Context: an optimization exercise on an open-source flow, tuned for small area, a short achievable clock period and few clock cycles per item. The choices shown serve that exercise and are no tape-out recipe. The RTL was checked by simulation tests, not by an equivalence proof against the original design. Power and IR drop assume default switching activity.

==> inputs of run K <==
## convolution_core_timemultiplex
module convolution_core_timemultiplex #(
    parameter CONV_CORE_DEPTH = 32,
    parameter DATA_BITWIDTH = 16,
    parameter OUTPUT_SHIFT_BITS = 4
) (
    input clk,
    input rstn,
    input                     data_in_enable,
    input [DATA_BITWIDTH-1:0] data_in,
    output                         data_pp_out_enable,
    output     [DATA_BITWIDTH-1:0] data_pp_out,
    output reg                     data_res_out_enable,
    output     [DATA_BITWIDTH-1:0] data_res_out,
    input             p_sel,
    input      [ 3:0] p_strb,
    input      [31:0] p_addr,
    input      [31:0] p_wdata,
    input             p_ce,
    input             p_we,
    output reg        p_rdy,
    output reg [31:0] p_rdata
);
export LEC_CHECK = 0
export CAP_MARGIN = 20
export CELL_PAD_IN_SITES_DETAIL_PLACEMENT = 1
export CELL_PAD_IN_SITES_GLOBAL_PLACEMENT = 1
export CORE_MARGIN = 2
export CORE_UTILIZATION = 35
export PLACE_DENSITY = 0.5
export SETUP_SLACK_MARGIN = 0.5
export SLEW_MARGIN = 20
create_clock -name core_clock -period 5.0 [get_ports {clk}]
standard.sh (not shown) runs the stock make flow with config.mk's settings and CLKGATE_MAP_FILE= SYNTH_SCRIPT=/design/flow/synth_recipe.tcl, a recipe that flattens the netlist after the stock synthesis.
==> flow/flow/run.sh <==
#!/bin/bash
# Layout flow: the standard synthesis, then a netlist pass that removes
# the inverters Yosys's adder extraction leaves around full-adder cells
# (flow/invopt.py, which swaps adders for their self-dual form where that
# saves inverters), then the standard layout from the edited netlist.
# The ports are buffered with plain buffers (buf_4) rather than the delay
# cell that buffer_ports picks by itself, which timing repair cannot swap
# because the platform keeps cell footprints when it resizes. The global
# router gets its own layer capacities (flow/fastroute.tcl).
set -euo pipefail
export BUFFER_PORTS_ARGS="-buffer_cell sky130_fd_sc_hd__buf_4"
export FASTROUTE_TCL="$PWD/flow/fastroute.tcl"
bash standard.sh synth > synth.log 2>&1
R=orfs/results/${FLOW_PLATFORM}/convolution_core_timemultiplex/base
cp "$R/1_2_yosys.v" "$R/1_2_yosys.std.v"
python3 flow/invopt.py "$R/1_2_yosys.std.v" "$R/1_2_yosys.v" > invopt.log 2>&1
bash standard.sh > layout.log 2>&1
Other scripts of this flow, unchanged in this note and not shown: flow/flow/fastroute.tcl, flow/flow/invopt.py
==> run R (differences from run K) <==
SETUP_SLACK_MARGIN = 1.0   (was 0.5)
==> notes.md <==
Status: run K no timing/DRC/antenna violations; run R no timing/DRC/antenna violations
Internal reg-to-reg setup slack: run K 0.12 ns; run R 0.09 ns
Fraction of standard cell area in multi-input logic: run K 41.4%; run R 41.4%
Violation count after the first detailed-routing iteration: run K 20,500; run R 20,200
Switching pwr: run K 18,000 uW; run R 18,000 uW
Antenna violations before repair: run K 185; run R 189
Routed wire length: run K 1160 mm; run R 1150 mm
Met1 Wirelength: run K 351 mm; run R 351 mm
Ant diodes: run K 453; run R 470
Layout Skew: run K 0.0976 ns; run R 0.0988 ns
Worst slew margin relative to its limit: run K 14.3%; run R 16.2%
Gate power share: run K 11.4%; run R 11.5%
Switching part of the total: run K 25.2%; run R 25.2%
Final Cell Area: run K 0.257 sq mm; run R 0.256 sq mm
Final Core Density: run K 43.0%; run R 42.9%
Total power divided by cell area: run K 278 mW/mm^2; run R 279 mW/mm^2
Cell count along the critical path: run K 14; run R 17
Via count: run K 157,000; run R 157,000
Arrival time worst endpoint: run K 5.67 ns; run R 5.75 ns
Delay of the slowest cell on the worst path: run K 0.64 ns; run R 0.57 ns
Worst Setup Slack, final: run K 0.116 ns; run R 0.0877 ns
Internal Power: run K 53,500 uW; run R 53,500 uW
R2r worst-path depth: run K 14; run R 17
Area taken by multi-input logic gates: run K 0.106 sq mm; run R 0.106 sq mm
Power Combinational: run K 8180 uW; run R 8240 uW
Buffer count excluding the clock tree in the final layout: run K 2,615; run R 2,589
Final-layout clock-cell area share: run K 5.36%; run R 5.37%
Testbench counts of run K, summed over its fixed seeds: cycles 384, items 384.
Testbench counts of run R, summed over its fixed seeds: cycles 384, items 384.

==> re-timing with driven ports <==
How much do the figures lean on ideal ports? The routed layouts below were timed once more, with nothing changed but the port constraints. Step 1 (the two cells are an assumption about what drives the block):
set clk [get_ports {clk}]
set_driving_cell -lib_cell sky130_fd_sc_hd__clkbuf_16 $clk
set_driving_cell -lib_cell sky130_fd_sc_hd__buf_2 [delete_from_list [all_inputs] $clk]
Step 2 also shifts input and output timing later by t, the mid clock arrival at the registers, as if the neighbouring blocks saw the same clock. Three values: ideal ports, drivers, drivers and shift; two values: the first two.
| run | t, ns | setup WS [ns] | hold WS [ns] |
|---|---|---|---|
| run K | 1.191 | 0.116 / 0.116 / -0.880 | 0.168 / 0.059 / 0.270 |
| run R | 1.188 | 0.088 / 0.088 / -0.912 | 0.172 / 0.063 / 0.273 |
Met with ideal ports but missed after step 2: setup timing in run K and run R. For run R, which loses most, drivers alone change the setup slack by 0.000 ns; drivers and shift together by -1.000 ns.
